Background: an optimization exercise with open tools, aiming at small area. Do not read the settings as production practice.
In this exercise RTL edits were held to simulation tests only and were not proved equivalent to the original.
No run shown here takes its clock network from TritonCTS; it comes from the design's own scripts or RTL.
The clock input has no modelled driver; a real chip could not lean on it and would need a root buffer or a full tree.
Power is estimated from default activity; no workload was simulated.

==> flow/design.v <==
module cache(reset, seletorVia, habilita, clock, endereco, entradaDeDados, saidaDeDados, hit, miss, lru1, lru2, dirty1, dirty2, valid1, valid2);
input seletorVia;
input habilita;
input clock;
input reset;
input [2:0] endereco;
input [7:0] entradaDeDados;
output reg [7:0] saidaDeDados;
output reg dirty1, dirty2, lru1, lru2, hit, miss;
output valid1, valid2;
reg [7:0] dado1 [0:7];   
reg [7:0] e1;            
reg [7:0] ff2;           
assign valid1 = 1'b1;
assign valid2 = 1'b1;
wire acc  = seletorVia | habilita;           
wire wr1  = ~seletorVia & habilita;          
wire lru10 = ~reset & lru1 & ~lru2;          
wire wr2  = seletorVia & habilita & lru10;   
wire din_ff = &entradaDeDados;
wire hold = ~acc & ~reset;                   
wire [7:0] dec = 8'd1 << endereco;
wire [7:0] we1 = {8{acc}} & dec;
wire [7:0] we2 = {8{wr2}} & dec;
reg [7:0] rd;
integer j;
always @(*) begin
  rd = 8'd0;
  for (j = 0; j < 8; j = j + 1)
    rd = rd | ({8{dec[j]}} & dado1[j]);
end
wire e1_a  = reset | |(dec & e1);
wire ff2_a = |(dec & ff2);
wire ff1_a = e1_a | &rd;
wire cmp_hit = e1_a ? din_ff : (rd == entradaDeDados);
wire hit_n  = (wr1 & ~ff1_a) | (wr2 & ~ff2_a) | (seletorVia & ~wr2 & cmp_hit) | (hold & hit);
wire miss_n = (wr1 & ff1_a) | (wr2 & ff2_a) | (seletorVia & ~wr2 & ~cmp_hit) | (hold & miss);
integer i;
always @(posedge clock) begin
  for (i = 0; i < 8; i = i + 1)
    if (we1[i])
      dado1[i] <= entradaDeDados;
  e1  <= ~we1 & (e1 | {8{reset}});
  for (i = 0; i < 8; i = i + 1)
    if (reset)
      ff2[i] <= 1'b1;
    else if (we2[i])
      ff2[i] <= din_ff;
  saidaDeDados <= ({8{acc}} & entradaDeDados) | ({8{hold}} & saidaDeDados);
  hit  <= hit_n;
  miss <= miss_n;
  dirty1 <= wr1 | (dirty1 & ~reset);
  dirty2 <= wr2 | (dirty2 & ~reset);
  lru1 <= (acc & ~wr2) | (hold & lru1);
  lru2 <= wr2 | (hold & lru2);
end
endmodule
==> flow/flow/run.sh <==
#!/bin/bash
# The standard layout (standard.sh) with area-oriented knobs:
#  - synthesis: synth_recipe.tcl with an area-oriented ABC mapping script (synth_area.tcl)
#  - port buffers (and synthesis pass-through buffers) of the smallest buffer cell
#  - clock tree: a single level of clock buffers built by manual_cts.tcl
#  - after CTS, downsize cells on paths with slack to spare (post_cts.tcl)
set -euo pipefail
here=$(pwd)
bash standard.sh \
  "SYNTH_SCRIPT=$here/flow/synth_area.tcl" \
  "BUFFER_PORTS_ARGS=-buffer_cell sky130_fd_sc_hd__buf_1" \
  "PRE_CTS_TCL=$here/flow/manual_cts.tcl" \
  "POST_CTS_TCL=$here/flow/post_cts.tcl" \
  "MIN_BUF_CELL_AND_PORTS=sky130_fd_sc_hd__buf_1 A X" \
  finish > make_finish.log 2>&1
==> flow/flow/area.abc <==
strash
&get -n
&dch -f
&nf -R 1000
&put
strash
&get -n
&dch -f
&nf -R 1000
&put
topo
==> flow/flow/manual_cts.tcl <==
set mcts_cell sky130_fd_sc_hd__clkbuf_16
set mcts_groups 4

set block [ord::get_db_block]
set db [ord::get_db]
set master [$db findMaster $mcts_cell]
set clk_net [$block findNet clock]

set sinks {}
foreach it [$clk_net getITerms] {
  if { [$it isInputSignal] || [[$it getMTerm] getSigType] eq "CLOCK" || 1 } {
    set inst [$it getInst]
    set bb [$inst getBBox]
    lappend sinks [list $it [expr { ([$bb xMin] + [$bb xMax]) / 2 }] [expr { ([$bb yMin] + [$bb yMax]) / 2 }]]
  }
}
puts "manual CTS: [llength $sinks] clock sinks, $mcts_groups x $mcts_cell"

proc mcts_split { items n } {
  # split items into n groups of near-equal size: by x first, then by y
  if { $n <= 1 } { return [list $items] }
  set half [expr { $n / 2 }]
  set byx [lsort -integer -index 1 $items]
  set cut [expr { [llength $items] * $half / $n }]
  set a [lrange $byx 0 [expr { $cut - 1 }]]
  set b [lrange $byx $cut end]
  set out {}
  foreach g [list $a $b] k [list $half [expr { $n - $half }]] {
    if { $k <= 1 } { lappend out $g; continue }
    set byy [lsort -integer -index 2 $g]
    set c2 [expr { [llength $g] * ($k / 2) / $k }]
    lappend out [lrange $byy 0 [expr { $c2 - 1 }]] [lrange $byy $c2 end]
  }
  return $out
}

set groups [mcts_split $sinks $mcts_groups]
set k 0
foreach g $groups {
  set inst [odb::dbInst_create $block $master "clkbuf_manual_$k"]
  set net [odb::dbNet_create $block "clknet_manual_$k"]
  $net setSigType CLOCK
  [$inst findITerm A] connect $clk_net
  [$inst findITerm X] connect $net
  set sx 0
  set sy 0
  foreach s $g {
    set it [lindex $s 0]
    $it disconnect
    $it connect $net
    incr sx [lindex $s 1]
    incr sy [lindex $s 2]
  }
  set cx [expr { $sx / [llength $g] }]
  set cy [expr { $sy / [llength $g] }]
  $inst setLocation $cx $cy
  $inst setPlacementStatus PLACED
  puts "manual CTS: clkbuf_manual_$k drives [llength $g] sinks at ($cx, $cy)"
  incr k
}
$clk_net setSigType CLOCK
global_connect

# TritonCTS is not run: the tree above is the clock tree.
proc clock_tree_synthesis { args } {
  puts "manual CTS: clock_tree_synthesis skipped ($args)"
}
set_propagated_clock [all_clocks]
==> flow/flow/post_cts.tcl <==
# Recover area: downsize cells on paths that have slack to spare, then re-legalise.
estimate_parasitics -placement
repair_timing -recover_power 100 -verbose
detailed_placement
check_placement -verbose
==> flow/flow/synth_area.tcl <==
# The standard synthesis (synth_recipe.tcl), with the final technology mapping done by an
# area-oriented ABC script instead of ORFS's delay-oriented one. Registers are untouched: abc
# maps only the combinational logic, so register names and cell types are the standard ones.
set area_flow_dir [file dirname [file normalize [info script]]]
set area_abc_script [file join $area_flow_dir area.abc]
proc abc {args} {
  set i [lsearch -exact $args -script]
  if { $i >= 0 } { lset args [expr { $i + 1 }] $::area_abc_script }
  yosys abc {*}$args
}
source [file join [file dirname $area_flow_dir] synth_recipe.tcl]
==> flow/standard.sh <==
#!/bin/bash
# synth_recipe.tcl (not shown) runs the flow's synth.tcl, then flattens the netlist and writes it again
# the make line also repeats each setting of config.mk as NAME=value (left out here)
make -C /OpenROAD-flow-scripts/flow DESIGN_CONFIG=/design/flow/config.mk WORK_HOME=/design/flow/orfs CLKGATE_MAP_FILE= SYNTH_SCRIPT=/design/flow/synth_recipe.tcl "${@:-finish}"
==> flow/config.mk <==
export PLATFORM = sky130hd
export DESIGN_NAME = cache
export DESIGN_NICKNAME = cache
export VERILOG_FILES = /design/flow/design.v
export SDC_FILE = /design/flow/constraint.sdc
export NUM_CORES = 4
export LEC_CHECK = 0
export CAP_MARGIN = 0
export CORE_MARGIN = 2
export CORE_UTILIZATION = 75
export GPL_TIMING_DRIVEN = 0
export SLEW_MARGIN = 0
==> flow/constraint.sdc <==
create_clock -name core_clock -period 5.0 [get_ports {clock}]
set_input_delay 1.0000 -clock core_clock [delete_from_list [all_inputs] [get_ports {clock}]]
set_output_delay 1.0000 -clock core_clock [all_outputs]
set_load 0.01 [all_outputs]
==> run notes, run 1 <==
* Status: finished clean
* Synth unique cells at 30
* Num rows at 24
* Synthesized cell area at 3480 um2
* Leak Pwr at 1.24 nW
* Slew @ Worst Pin at approximately 1.2 ns
* Fin. max-slew vios at 0
* Crit path top cell by count: a21oi_1
* Overall Global Routing Usage at 30.3%
* DRT iter0 DRCs at 343
* Worst EP required at 5.04 ns
* Residual DRC at 0
* Buf+Inv Stages, Crit Path at 1
* FF+latch count, synth at 94
* Dominant synthesized flop cell: edfxtp_1
* Crit-path max cell delay at 0.91 ns
* Synthesized area per cell at 14.1 um2
* Cell count of the worst reg-to-reg path at 8
* Max_cap viols at 0
* Clk slew on worst S/H paths at 0.09 ns
* Crit path setup slack, layout at approximately 0.9 ns
* Critical path's top delay family: simple AND/OR/NAND/NOR gates
* Ys Warns at 2
* Critical path launch point type: input port
* Cell accounting for the most synthesized area: edfxtp_1
* Worst r2r src: dado1[6][4]$_DFFE_PP_
* Antenna violations before repair at 0
* Area fraction of the dominant cell type after synthesis at 55.3%
* Synth cell count leaders: edfxtp_1 (64), dfxtp_1 (30), nor2_1 (22)
* Avg Vias per Cell at 7.08
* First-pass DRT Iterations at 7
* Hold_sp: dirty1$_DFF_P_
* Worst skew pair latency at 0.15 ns
* Hold Path Depth at 1
* Die X-Extent at 72.1 um
* Critical Path AT at between 4 and 5 ns
* Fmax at 245 MHz
* Largest net degree at the start of global routing at 25
* GR Overflow Total at 0
* Vias at 2349
* Setup Skew at 0.0105 ns
* Core box area at 4410 um2
* VDD IR max at 0.272 mV
* Top-count cell post-synth: edfxtp_1
* DP HPWL at roughly 5000 um
* Avg WL per Cell at 22.8 um
* CP Capture Type: flip-flop
* CP Class: in -> reg
* Count of port buffers added during placement at 28
* Gate Count Post-Synth at 247
* Layout cell share with drive strength beyond 1 at 3.21%
* # setup viols final at 0
* Final Cycle Share at ~82%
* Final nets at slightly below 300
* First-pass GRT wire length at about 12000 um
* Drt total wl at 7580 um
* Final hold vios at 0
* Worst-path maximum fanout at 12
* Vias in the first global route at 2278
* Seq/Total Area, Yosys at 72.6%
* Inserted Diodes at 0
* Post-synth EDFFs at 64
* R2r setup slk at 2.37 ns
* Slowest cell on the critical path: nor3b_2
* Hold Path Class: reg -> reg
* RSZ-0062 raised after global routing: false
* Relative slew slack at between 20% and 30%
* Worst slack, placed at 0.817 ns
* Top cells by area, synth: edfxtp_1 (55%), dfxtp_1 (17%), a222oi_1 (5.2%)
* # IOs at 31
* Starting Density at 78.7%
* Die Span Y at 72.1 um
* Reg2reg end: miss$_DFF_P_
* Total negative slack at 0 ns
* Async SR Flop Fraction at 0%
* P per Cell Area at ~350 nW/um2
* Synth-to-Final Area Change at 8.60%
* Die footprint at 5190 um2
* Min-Delay Endpoint: dirty1$_DFF_P_
* Critical path cell sequence: clkbuf_1 > nor3b_2 > a22oi_1 > nand3_1 > a21oi_1 > a2111oi_0 > nand4_1 > nor4_1 > a21oi_1 > a311o_1
* Post-route ant nets at 0
* RD Place Congestion at slightly above 0.8
* Period minus WS final at 4.08 ns
## report_power, final
group	leakage [nW]	switching, mW	internal [mW]
sequential	0.833	0.0154	0.869
clock	0.0493	0.169	0.146
combinational	0.353	0.0773	0.0376
total	1.24	0.262	1.05
## cell families after synthesis
group	Yosys count	synth area share, %
other	1	0.108
XOR/XNOR	6	1.51
flip-flops	94	72.6
AO/OA/AOI/OAI	67	14.7
buffers and inverters	3	0.324
AND/OR/NAND/NOR	76	10.8
## flip-flops by register name (all words and copies together) (netlist names)
name	cells
lru1	1
dirty1	1
dirty2	1
hit	1
miss	1
lru2	1
ff2	8
saidaDeDados	8
e1	8
dado1	64
## worst max-delay path by stage
stage	from	to	slack [ns]	depth (start not counted)
after floorplan	endereco[0]	miss$_DFF_P_	1.63	9
after global placement	endereco[1]	miss$_DFF_P_	0.45	10
after detailed placement	endereco[2]	miss$_DFF_P_	0.82	10
after global routing	endereco[2]	miss$_DFF_P_	0.74	10
final	endereco[2]	miss$_DFF_P_	0.92	10
## cell type report
cell class                      instances  area (um2)
Sequential cell                        94        2520
Multi-Input combinational cell        151         971
Fill cell                             214         639
Buffer                                  6         108
Timing Repair Buffer                   28         105
Tap cell                               52        65.1
Inverter                                1        3.75
## placed cells by master (no fill, tap or decap), types with 7 or more instances in the layout
| master | instances |
|---|---|
| a21oi_1 | 12 |
| a222oi_1 | 18 |
| a22o_1 | 10 |
| a22oi_1 | 8 |
| and2_0 | 7 |
| buf_1 | 18 |
| clkbuf_1 | 12 |
| dfxtp_1 | 30 |
| edfxtp_1 | 64 |
| nand2_1 | 18 |
| nor2_1 | 22 |
| o21ai_0 | 11 |
## routing by layer
metal | share of wire (%) | track usage, %
met4 | 0.92 | 3.77
met1 | 39 | 43.3
met5 | 0 | 0
met2 | 50 | 51.6
met3 | 10 | 5.14
## stage by stage
step	util, %	hold WS [ns]	total power [mW]	cells	cell area [um2]
floorplan	-	0.431	0.963	248	3480
global placement	82.7	0.438	1.01	328	3650
detailed placement	83.2	0.451	1.02	328	3670
global route	85.5	0.489	1.36	332	3770
finish	85.5	0.476	1.31	332	3770
==> run 2: changes to the inputs <==
--- a/flow/flow/manual_cts.tcl
+++ b/flow/flow/manual_cts.tcl
@@ -1,3 +1,3 @@
-set mcts_cell sky130_fd_sc_hd__clkbuf_16
+set mcts_cell sky130_fd_sc_hd__buf_12
 set mcts_groups 4
 
==> run notes, run 2 <==
* CP Capture Type: flip-flop (unchanged)
* Final hold vios at 0 (unchanged)
* Fin. max-slew vios at 0 (unchanged)
* Seq/Total Area, Yosys at 72.6% (unchanged)
* Worst EP required at 5.01 ns (was 5.04 ns)
* R2r setup slk at 2.43 ns (was 2.37 ns)
* Top cells by area, synth: edfxtp_1 (55%), dfxtp_1 (17%), a222oi_1 (5.2%) (unchanged)
* Die Span Y at 72.1 um (unchanged)
* Fmax at 243 MHz (was 245 MHz)
* Cell accounting for the most synthesized area: edfxtp_1 (unchanged)
* DRT iter0 DRCs at 369 (was 343)
* FF+latch count, synth at 94 (unchanged)
* Commonest non-fill, non-tap cell in the layout: edfxtp_1 (unchanged)
* Die X-Extent at 72.1 um (unchanged)
* CP Class: in -> reg (unchanged)
* Synth unique cells at 30 (unchanged)
* Gate Count Post-Synth at 247 (unchanged)
* Count of port buffers added during placement at 28 (unchanged)
* Largest net degree at the start of global routing at 25 (unchanged)
* Synth-to-Final Area Change at 8.03% (was 8.60%)
* Critical path cell sequence: clkbuf_1 > nor3b_2 > a22oi_1 > nand3_1 > a21oi_1 > a2111oi_0 > nand4_1 > nor4_1 > a21oi_1 > a311o_1 (unchanged)
* # IOs at 31 (unchanged)
* Final Cycle Share at 82.2% (was 81.6%)
* Setup Skew at 0.0104 ns (was 0.0105 ns)
* Hold Path Class: reg -> reg (unchanged)
* Final nets at 297 (unchanged)
* RD Place Congestion at 0.812 (unchanged)
* Dominant synthesized flop cell: edfxtp_1 (unchanged)
* Critical path launch point type: input port (unchanged)
* Period minus WS final at 4.11 ns (was 4.08 ns)
* VDD IR max at 0.269 mV (was 0.272 mV)
* Top-count cell post-synth: edfxtp_1 (unchanged)
* Relative slew slack at 26.8% (was 22.1%)
* Ys Warns at 2 (unchanged)
* Post-synth EDFFs at 64 (unchanged)
* Worst-path maximum fanout at 12 (unchanged)
* Critical path's top delay family: simple AND/OR/NAND/NOR gates (unchanged)
* Critical Path AT at 4.12 ns (about the same)
* Die footprint at 5190 um2 (unchanged)
* First-pass GRT wire length at 11800 um (about the same)
* Commonest non-fill, non-tap cells in the layout: edfxtp_1 (64), dfxtp_1 (30), nor2_1 (22) (unchanged)
* Area fraction of the dominant cell type after synthesis at 55.3% (unchanged)
* Leak Pwr at 1.22 nW (was 1.24 nW)
* Num rows at 24 (unchanged)
* Max_cap viols at 0 (unchanged)
* Inserted Diodes at 0 (unchanged)
* Overall Global Routing Usage at 30.2% (was 30.3%)
* Max FFs per register at 64 (unchanged)
* Avg Vias per Cell at 7.02 (was 7.08)
* Slew @ Worst Pin at 1.09 ns (was 1.16 ns)
* Setup crit end: miss$_DFF_P_ (unchanged)
* Synthesized area per cell at 14.1 um2 (unchanged)
* Avg WL per Cell at 22.8 um (about the same)
* Status: finished clean (unchanged)
* Crit-path max cell delay at 0.94 ns (was 0.91 ns)
* Post-route ant nets at 0 (unchanged)
* DP HPWL at 4930 um (unchanged)
* Starting Density at 78.7% (unchanged)
* Vias in the first global route at 2261 (was 2278)
* GR Overflow Total at 0 (unchanged)
* Crit path top cell by count: a21oi_1 (unchanged)
* Largest Register: dado1 (unchanged)
* Vias at 2332 (was 2349)
* Drt total wl at 7550 um (was 7580 um)
* Async SR Flop Fraction at 0% (unchanged)
* Finished Core Util at 85.1% (was 85.5%)
* Total negative slack at 0 ns (unchanged)
* Layout cell share with drive strength beyond 1 at 3.21% (unchanged)
* Worst Setup SP: endereco[2] (unchanged)
* Critical path depth in cells at 10 (unchanged)
* Placed cell area at 3670 um2 (unchanged)
* Power, Total at 1.30 mW (was 1.31 mW)
* Slowest cell on the critical path: nor3b_2 (unchanged)
* Final Cell Area at 3750 um2 (was 3770 um2)
* Reg2reg end: miss$_DFF_P_ (unchanged)
* P per Cell Area at 346 nW/um2 (was 348 nW/um2)
* Core box area at 4410 um2 (unchanged)
* Worst r2r src: dado1[6][4]$_DFFE_PP_ (unchanged)
* Buf+Inv Stages, Crit Path at 1 (unchanged)
* DP Cell Count at 328 (unchanged)
* Fill cell count at 220 (was 214)
* Synthesized cell area at 3480 um2 (unchanged)
* First-pass DRT Iterations at 6 (was 7)
* # setup viols final at 0 (unchanged)
* Residual DRC at 0 (unchanged)
* Antenna violations before repair at 0 (unchanged)
* Synth cell count leaders: edfxtp_1 (64), dfxtp_1 (30), nor2_1 (22) (unchanged)
* RSZ-0062 raised after global routing: false (unchanged)
* Cell count of the worst reg-to-reg path at 8 (unchanged)
* Worst skew pair latency at 0.13 ns (was 0.15 ns)
* Non-filler cells, final at 332 (unchanged)
* Clk slew on worst S/H paths at 0.09 ns (about the same)
-- run 2: cell counts after synthesis --
Identical to the previous run, type by type.
-- run 2: layer usage --
metal | global-route usage, % | up-vias | wire (um)
li1 | - | 1057 | -
met1 | 42.6 | 1116 | 2840
met2 | 51.5 | 149 | 3850
met3 | 6.11 | 10 | 754
met4 | 3.35 | 0 | 108
met5 | 0 | - | 0
-- run 2: cell type report --
type                    instances  area [um2]  area share [%]
multi-input cells             151         971            25.9
inverters                       1        3.75           0.100
well taps                      52        65.1            1.73
plain buffers                   6        87.6            2.33
flip-flops and latches         94        2520            67.2
repair buffers                 28         105            2.80
-- run 2: cells by family after synthesis --
kind of cell | count (synthesis) | share of synthesized area (%)
compound gates | 67 | 14.7
buf+inv | 3 | 0.324
flops | 94 | 72.6
other cells | 1 | 0.108
simple gates | 76 | 10.8
xor+xnor | 6 | 1.51
-- run 2: report_power, final --
part | leakage (nW) | switching (mW) | total, mW | internal, mW
Combinational | 0.353 | 0.0773 | 0.115 | 0.0376
Clock | 0.0376 | 0.169 | 0.299 | 0.130
Sequential | 0.833 | 0.0153 | 0.885 | 0.870
-- run 2: tightest hold or removal path, cell delays in order (launching register included) --
cell     delay [ns]
dfxtp_1        0.32
nor2_1         0.08
nor2_1         0.04
-- run 2: how the worst min path moves through the flow --
stage | start | end | slack [ns] | depth (start not counted)
after floorplan | ff2[2]$_SDFFE_PP1P_ | ff2[2]$_SDFFE_PP1P_ | 0.43 | 2
after detailed placement | dirty1$_DFF_P_ | dirty1$_DFF_P_ | 0.45 | 1
after global placement | dirty2$_DFF_P_ | dirty2$_DFF_P_ | 0.44 | 1
after global routing | dirty1$_DFF_P_ | dirty1$_DFF_P_ | 0.49 | 1
final | e1[1]$_DFF_P_ | e1[1]$_DFF_P_ | 0.48 | 2
-- run 2: stage by stage --
step                      setup WS (ns)  hold slack (ns)
final                             0.889            0.475
after global routing              0.735            0.490
after global placement            0.453            0.438
after detailed placement          0.817            0.451
after floorplan                    1.63            0.431
==> run 3: changes to the inputs <==
--- a/flow/flow/run.sh
+++ b/flow/flow/run.sh
@@ -4,5 +4,5 @@
 #  - port buffers (and synthesis pass-through buffers) of the smallest buffer cell
 #  - clock tree: a single level of clock buffers built by manual_cts.tcl
-#  - after CTS, downsize cells on paths with slack to spare (post_cts.tcl)
+#  - after the clock tree, downsize cells on paths with slack to spare (post_cts.tcl)
 set -euo pipefail
 here=$(pwd)
==> run notes, run 3 <==
* Vias at 2332 (unchanged)
* Period minus WS final at 4.11 ns (unchanged)
* Commonest non-fill, non-tap cells in the layout: edfxtp_1 (64), dfxtp_1 (30), nor2_1 (22) (unchanged)
* Status: finished clean (unchanged)
* Die X-Extent at 72.1 um (unchanged)
* Final nets at 297 (unchanged)
* Worst-path maximum fanout at 12 (unchanged)
* Post-route ant nets at 0 (unchanged)
* Cell accounting for the most synthesized area: edfxtp_1 (unchanged)
* Avg WL per Cell at 22.8 um (unchanged)
* Hold Path Class: reg -> reg (unchanged)
* Gate Count Post-Synth at 247 (unchanged)
* Top-count cell post-synth: edfxtp_1 (unchanged)
* Clk slew on worst S/H paths at 0.09 ns (about the same)
* # setup viols final at 0 (unchanged)
* Critical path launch point type: input port (unchanged)
* Synth unique cells at 30 (unchanged)
* Layout cell share with drive strength beyond 1 at 3.21% (unchanged)
* Synth cell count leaders: edfxtp_1 (64), dfxtp_1 (30), nor2_1 (22) (unchanged)
* Multiplexer share of the synthesized area at 0% (unchanged)
* Drt total wl at 7550 um (unchanged)
* Max FFs per register at 64 (unchanged)
* Dominant synthesized flop cell: edfxtp_1 (unchanged)
* XOR/XNOR Fraction of Synth Area at 1.51% (unchanged)
* CP Class: in -> reg (unchanged)
* Post-synthesis adder-cell area fraction at 0% (unchanged)
* Avg Vias per Cell at 7.02 (unchanged)
* Count of port buffers added during placement at 28 (unchanged)
* Core box area at 4410 um2 (unchanged)
* Fmax at 243 MHz (unchanged)
* Top cells by area, synth: edfxtp_1 (55%), dfxtp_1 (17%), a222oi_1 (5.2%) (unchanged)
* Residual DRC at 0 (unchanged)
* Setup Skew at 0.0104 ns (unchanged)
* Synth Area in Compound Gates at 14.7% (unchanged)
* RSZ-0062 raised after global routing: false (unchanged)
* P per Cell Area at 346 nW/um2 (unchanged)
* Num rows at 24 (unchanged)
* First-pass DRT Iterations at 6 (unchanged)
* Worst skew pair latency at 0.13 ns (about the same)
* Die footprint at 5190 um2 (unchanged)
* Total negative slack at 0 ns (unchanged)
* DP HPWL at 4930 um (unchanged)
* Synth-to-Final Area Change at 8.03% (unchanged)
* Worst EP required at 5.01 ns (about the same)
* Final hold vios at 0 (unchanged)
* Antenna violations before repair at 0 (unchanged)
* Async SR Flop Fraction at 0% (unchanged)
* Overall Global Routing Usage at 30.2% (unchanged)
* Crit path setup slack, layout at 0.889 ns (unchanged)
* Non-filler cells, final at 332 (unchanged)
* FF+latch count, synth at 94 (unchanged)
* Largest Register: dado1 (unchanged)
* Simple-gate area share of the yosys netlist at 10.8% (unchanged)
* Vias in the first global route at 2261 (unchanged)
* Synthesized cell area at 3480 um2 (unchanged)
* Fill cell count at 220 (unchanged)
* Starting Density at 78.7% (unchanged)
* VDD IR max at 0.269 mV (unchanged)
* Power, Total at 1.30 mW (unchanged)
* Main combinational cell family by area after synthesis: compound AO/OA/AOI/OAI gates (unchanged)
* # IOs at 31 (unchanged)
* DRT iter0 DRCs at 369 (unchanged)
* Leak Pwr at 1.22 nW (unchanged)
* Ys Warns at 2 (unchanged)
* RD Place Congestion at 0.812 (unchanged)
* Die Span Y at 72.1 um (unchanged)
* Slew @ Worst Pin at 1.09 ns (unchanged)
* Synthesized area per cell at 14.1 um2 (unchanged)
* Final Cycle Share at 82.2% (unchanged)
* Area fraction of the dominant cell type after synthesis at 55.3% (unchanged)
* Post-synth EDFFs at 64 (unchanged)
* DP Cell Count at 328 (unchanged)
* CP Capture Type: flip-flop (unchanged)
* First-pass GRT wire length at 11800 um (unchanged)
* Worst slack, placed at 0.817 ns (unchanged)
* Finished Core Util at 85.1% (unchanged)
* Relative slew slack at 26.8% (unchanged)
* Commonest non-fill, non-tap cell in the layout: edfxtp_1 (unchanged)
* Max_cap viols at 0 (unchanged)
* Seq/Total Area, Yosys at 72.6% (unchanged)
* Fin. max-slew vios at 0 (unchanged)
* Inserted Diodes at 0 (unchanged)
* GR Overflow Total at 0 (unchanged)
* Critical Path AT at 4.12 ns (about the same)
* Largest net degree at the start of global routing at 25 (unchanged)
[run 3: cell families after synthesis]
kind of cell | count (synthesis)
AOI/OAI and AO/OA | 67
xor gates and xnor gates | 6
buffers and inverters | 3
DFF | 94
other | 1
and+or+nand+nor | 76
[run 3: worst max-delay path, cell delays in order]
cell       delay, ns
clkbuf_1        0.34
nor3b_2         0.94
a22oi_1         0.21
nand3_1         0.18
a21oi_1         0.09
a2111oi_0       0.50
nand4_1         0.15
nor4_1          0.29
a21oi_1         0.10
a311o_1         0.33
[run 3: final timing paths]
check	endpoint	depth (start not counted)	from	slack, ns
max	miss$_DFF_P_	10	endereco[2]	0.89
min	e1[1]$_DFF_P_	2	e1[1]$_DFF_P_	0.48
max reg2reg	miss$_DFF_P_	8	dado1[6][4]$_DFFE_PP_	2.43
min reg2reg	e1[1]$_DFF_P_	2	e1[1]$_DFF_P_	0.48
[run 3: per-stage QoR]
| step | cell area (um2) | hold slack [ns] |
|---|---|---|
| final | 3750 | 0.475 |
| after detailed placement | 3670 | 0.451 |
| after global placement | 3650 | 0.438 |
| after floorplan | 3480 | 0.431 |
| after global routing | 3750 | 0.490 |
[run 3: per-layer routing]
layer | GRT usage [%] | part of all wire (%) | up-vias
met3 | 6.11 | 10 | 10
li1 | - | - | 1057
met1 | 42.6 | 38 | 1116
met4 | 3.35 | 1.4 | 0
met5 | 0 | 0 | -
met2 | 51.5 | 51 | 149
[run 3: cell type report]
type                       instances  area (um2)  area share (%)
timing repair buffer              28         105            2.80
tap                               52        65.1            1.73
multi-input combinational        151         971            25.9
buffer                             6        87.6            2.33
inverter                           1        3.75           0.100
sequential                        94        2520            67.2
[run 3: where the power goes]
group / switching (mW) / internal, mW / total [mW]
Clock: 0.169 / 0.130 / 0.299
Combinational: 0.0773 / 0.0376 / 0.115
Sequential: 0.0153 / 0.870 / 0.885
Total: 0.262 / 1.04 / 1.30
==> run 4: changes to the inputs <==
--- a/flow/flow/manual_cts.tcl
+++ b/flow/flow/manual_cts.tcl
@@ -9,9 +9,7 @@
 set sinks {}
 foreach it [$clk_net getITerms] {
-  if { [$it isInputSignal] || [[$it getMTerm] getSigType] eq "CLOCK" || 1 } {
-    set inst [$it getInst]
-    set bb [$inst getBBox]
-    lappend sinks [list $it [expr { ([$bb xMin] + [$bb xMax]) / 2 }] [expr { ([$bb yMin] + [$bb yMax]) / 2 }]]
-  }
+  set inst [$it getInst]
+  set bb [$inst getBBox]
+  lappend sinks [list $it [expr { ([$bb xMin] + [$bb xMax]) / 2 }] [expr { ([$bb yMin] + [$bb yMax]) / 2 }]]
 }
 puts "manual CTS: [llength $sinks] clock sinks, $mcts_groups x $mcts_cell"
--- a/flow/config.mk
+++ b/flow/config.mk
@@ -8,5 +8,5 @@
 export CAP_MARGIN = 0
 export CORE_MARGIN = 2
-export CORE_UTILIZATION = 75
+export CORE_UTILIZATION = 85
 export GPL_TIMING_DRIVEN = 0
 export SLEW_MARGIN = 0
==> run notes, run 4 <==
* Cell accounting for the most synthesized area: edfxtp_1 (unchanged)
* Largest Register: dado1 (unchanged)
* Buf+Inv Stages, Crit Path at 1 (unchanged)
* Starting Density at 87.5% (was 78.7%)
* Ys Warns at 2 (unchanged)
* Residual DRC at 0 (unchanged)
* Final hold vios at 0 (unchanged)
* XOR/XNOR Fraction of Synth Area at 1.51% (unchanged)
* Inserted Diodes at 0 (unchanged)
* Overall Global Routing Usage at 48.3% (was 30.2%)
* Commonest non-fill, non-tap cell in the layout: edfxtp_1 (unchanged)
* Fin. max-slew vios at 12 (was 0)
* P per Cell Area at 355 nW/um2 (was 346 nW/um2)
* Vias at 2780 (was 2332)
* Cell count of the worst reg-to-reg path at 8 (unchanged)
* Worst EP required at 5.03 ns (was 5.01 ns)
* Top cells by area, synth: edfxtp_1 (55%), dfxtp_1 (17%), a222oi_1 (5.2%) (unchanged)
* Max FFs per register at 64 (unchanged)
* First-pass GRT wire length at 15300 um (was 11800 um)
* Setup Skew at 0.0103 ns (was 0.0104 ns)
* Worst-path maximum fanout at 11 (was 12)
* Layout cell share with drive strength beyond 1 at 3.21% (unchanged)
* Avg WL per Cell at 32.5 um (was 22.8 um)
* Area fraction of the dominant cell type after synthesis at 55.3% (unchanged)
* Critical path's top delay family: simple AND/OR/NAND/NOR gates (unchanged)
* Reg2reg end: miss$_DFF_P_ (unchanged)
* Synth cell count leaders: edfxtp_1 (64), dfxtp_1 (30), nor2_1 (22) (unchanged)
* Max_cap viols at 1 (was 0)
* Drt total wl at 10700 um (was 7550 um)
* Synth-to-Final Area Change at 7.96% (was 8.03%)
* Post-route ant nets at 0 (unchanged)
* Critical path cell sequence: clkbuf_1 > nand2_1 > nor2_1 > a22oi_1 > nand3_1 > xor2_1 > a2111oi_0 > nand4_1 > nor4_1 > a21oi_1 > a311o_1 (was clkbuf_1 > nor3b_2 > a22oi_1 > nand3_1 > a21oi_1 > a2111oi_0 > nand4_1 > nor4_1 > a21oi_1 > a311o_1)
* Largest net degree at the start of global routing at 25 (unchanged)
* First-pass DRT Iterations at 7 (was 6)
* Slowest cell on the critical path: nor2_1 (was nor3b_2)
* Slew @ Worst Pin at 1.51 ns (was 1.09 ns)
* Async SR Flop Fraction at 0% (unchanged)
* Antenna violations before repair at 0 (unchanged)
* DP HPWL at 5770 um (was 4930 um)
* RSZ-0062 raised after global routing: false (unchanged)
* Worst Setup SP: endereco[0] (was endereco[2])
* Synthesized area per cell at 14.1 um2 (unchanged)
* Critical Path AT at 4.69 ns (was 4.12 ns)
* Dominant synthesized flop cell: edfxtp_1 (unchanged)
* DP Cell Count at 326 (was 328)
* Multiplexer share of the synthesized area at 0% (unchanged)
* Clk slew on worst S/H paths at 0.10 ns (was 0.09 ns)
* Die Span Y at 67.9 um (was 72.1 um)
* R2r setup slk at 2.03 ns (was 2.43 ns)
* Avg Vias per Cell at 8.42 (was 7.02)
* Status: complete, but fails checks (was finished clean)
* Non-filler cells, final at 330 (was 332)
* Core box area at 3970 um2 (was 4410 um2)
* # setup viols final at 0 (unchanged)
* GR Overflow Total at 0 (unchanged)
* Post-synthesis adder-cell area fraction at 0% (unchanged)
* Fmax at 214 MHz (was 243 MHz)
* Top-count cell post-synth: edfxtp_1 (unchanged)
* Commonest non-fill, non-tap cells in the layout: edfxtp_1 (64), dfxtp_1 (30), nor2_1 (22) (unchanged)
* Count of port buffers added during placement at 28 (unchanged)
* Worst r2r src: dado1[6][4]$_DFFE_PP_ (unchanged)
* DRT iter0 DRCs at 769 (was 369)
* # IOs at 31 (unchanged)
* Critical path depth in cells at 11 (was 10)
* Synth unique cells at 30 (unchanged)
* Post-synth EDFFs at 64 (unchanged)
* Die X-Extent at 67.9 um (was 72.1 um)
* FF+latch count, synth at 94 (unchanged)
* Gate Count Post-Synth at 247 (unchanged)
* Critical path launch point type: input port (unchanged)
* Hold Path Depth at 1 (was 2)
* Num rows at 23 (was 24)
* Relative slew slack at -1.32% (was 26.8%)
* Main combinational cell family by area after synthesis: compound AO/OA/AOI/OAI gates (unchanged)
* Setup crit end: miss$_DFF_P_ (unchanged)
* Period minus WS final at 4.67 ns (was 4.11 ns)
* Simple-gate area share of the yosys netlist at 10.8% (unchanged)
* Seq/Total Area, Yosys at 72.6% (unchanged)
* Total negative slack at 0 ns (unchanged)
* VDD IR max at 0.307 mV (was 0.269 mV)
* Fail Reasons: capacitance limit, slew limit
* Final nets at 297 (unchanged)
* Synth Area in Compound Gates at 14.7% (unchanged)
* Final Cycle Share at 93.4% (was 82.2%)
* Crit-path max cell delay at 0.94 ns (about the same)
* Die footprint at 4620 um2 (was 5190 um2)
* CP Class: in -> reg (unchanged)
* Hold Path Class: reg -> reg (unchanged)
* Placed cell area at 3670 um2 (about the same)
* Synthesized cell area at 3480 um2 (unchanged)
* RD Place Congestion at 0.822 (was 0.812)
* Worst skew pair latency at 0.13 ns (about the same)
* Vias in the first global route at 2702 (was 2261)
* CP Capture Type: flip-flop (unchanged)
* Leak Pwr at 1.22 nW (unchanged)
* Final Cell Area at 3750 um2 (about the same)
run 4: final cells by class:
class                   instances  area [um2]
plain buffers                   6        87.6
fillers                       103         219
inverters                       1        3.75
multi-input cells             151         971
flip-flops and latches         94        2520
well taps                      50        62.6
repair buffers                 28         105
run 4: how the worst min path moves through the flow:
stage,from,to,slack [ns]
2_1_floorplan,ff2[2]$_SDFFE_PP1P_,ff2[2]$_SDFFE_PP1P_,0.43
3_3_place_gp,dirty2$_DFF_P_,dirty2$_DFF_P_,0.44
3_5_place_dp,dirty2$_DFF_P_,dirty2$_DFF_P_,0.45
5_1_grt,ff2[6]$_SDFFE_PP1P_,ff2[6]$_SDFFE_PP1P_,0.52
6_report,saidaDeDados[4]$_DFF_P_,saidaDeDados[4]$_DFF_P_,0.50
run 4: per-layer routing:
metal / vias to the layer above / global-route usage [%] / routed length [um]
met2: 378 / 70.8 / 4930
li1: 1057 / - / -
met1: 1246 / 59.7 / 3200
met4: 0 / 31.8 / 738
met3: 99 / 18.8 / 1860
met5: - / 3.75 / 0
run 4: where the power goes:
group	total [mW]	switching [mW]	leakage, nW	internal (mW)
clock network	0.309	0.179	0.0376	0.130
logic	0.133	0.0954	0.353	0.0377
registers	0.892	0.0212	0.833	0.870
run 4: kinds of logic after synthesis:
kind of cell,Yosys count
xor+xnor,6
compound gates,67
flops,94
simple gates,76
buf+inv,3
other cells,1
run 4: metrics by stage:
stage	hold slack [ns]	worst slack, ns	total power, mW	util, %
after global routing	0.516	0.326	1.36	94.5
after floorplan	0.431	1.63	0.963	-
final	0.500	0.332	1.33	94.5
after detailed placement	0.452	0.814	1.02	92.5
after global placement	0.439	0.499	1.00	91.8
run 4: worst register-to-register path, cell delays in order (launching register included):
cell and delay [ns]:
edfxtp_1 0.39, a222oi_1 0.41, nand3_1 0.23, xor2_1 0.21, a2111oi_0 0.51, nand4_1 0.23, nor4_1 0.40, a21oi_1 0.15
a311o_1 0.34

==> what the ideal ports hide <==
The flow's constraints put no driver on any port. The routed layouts listed below were extracted and timed again, unchanged, in two steps.
Step 1 sets driving cells, clkbuf_16 on the clock port and buf_2 on the other inputs (assumed; they add their load-dependent delay and slew).
Step 2 moves the port delays by t, midway between the first and last clock arrival at a register: inputs arrive t later, outputs are due t later. That takes back most of the time a late clock gives input paths.
Slacks: no drivers / after step 1 / after step 2; pairs: no drivers / after step 1.
run | t, ns | setup WS [ns] | latest minus earliest clock arrival (ns)
run 1 | 0.223 | 0.921 / 0.974 / 0.752 | 0.011 / 0.011
run 2 | 0.205 | 0.889 / 0.949 / 0.744 | 0.010 / 0.011
run 3 | 0.205 | 0.889 / 0.949 / 0.744 | 0.010 / 0.011
run 4 | 0.207 | 0.332 / 0.389 / 0.182 | 0.011 / 0.012
The setup slack of run 1, which loses most, moves by +0.053 ns with the drivers and by -0.169 ns with both steps.
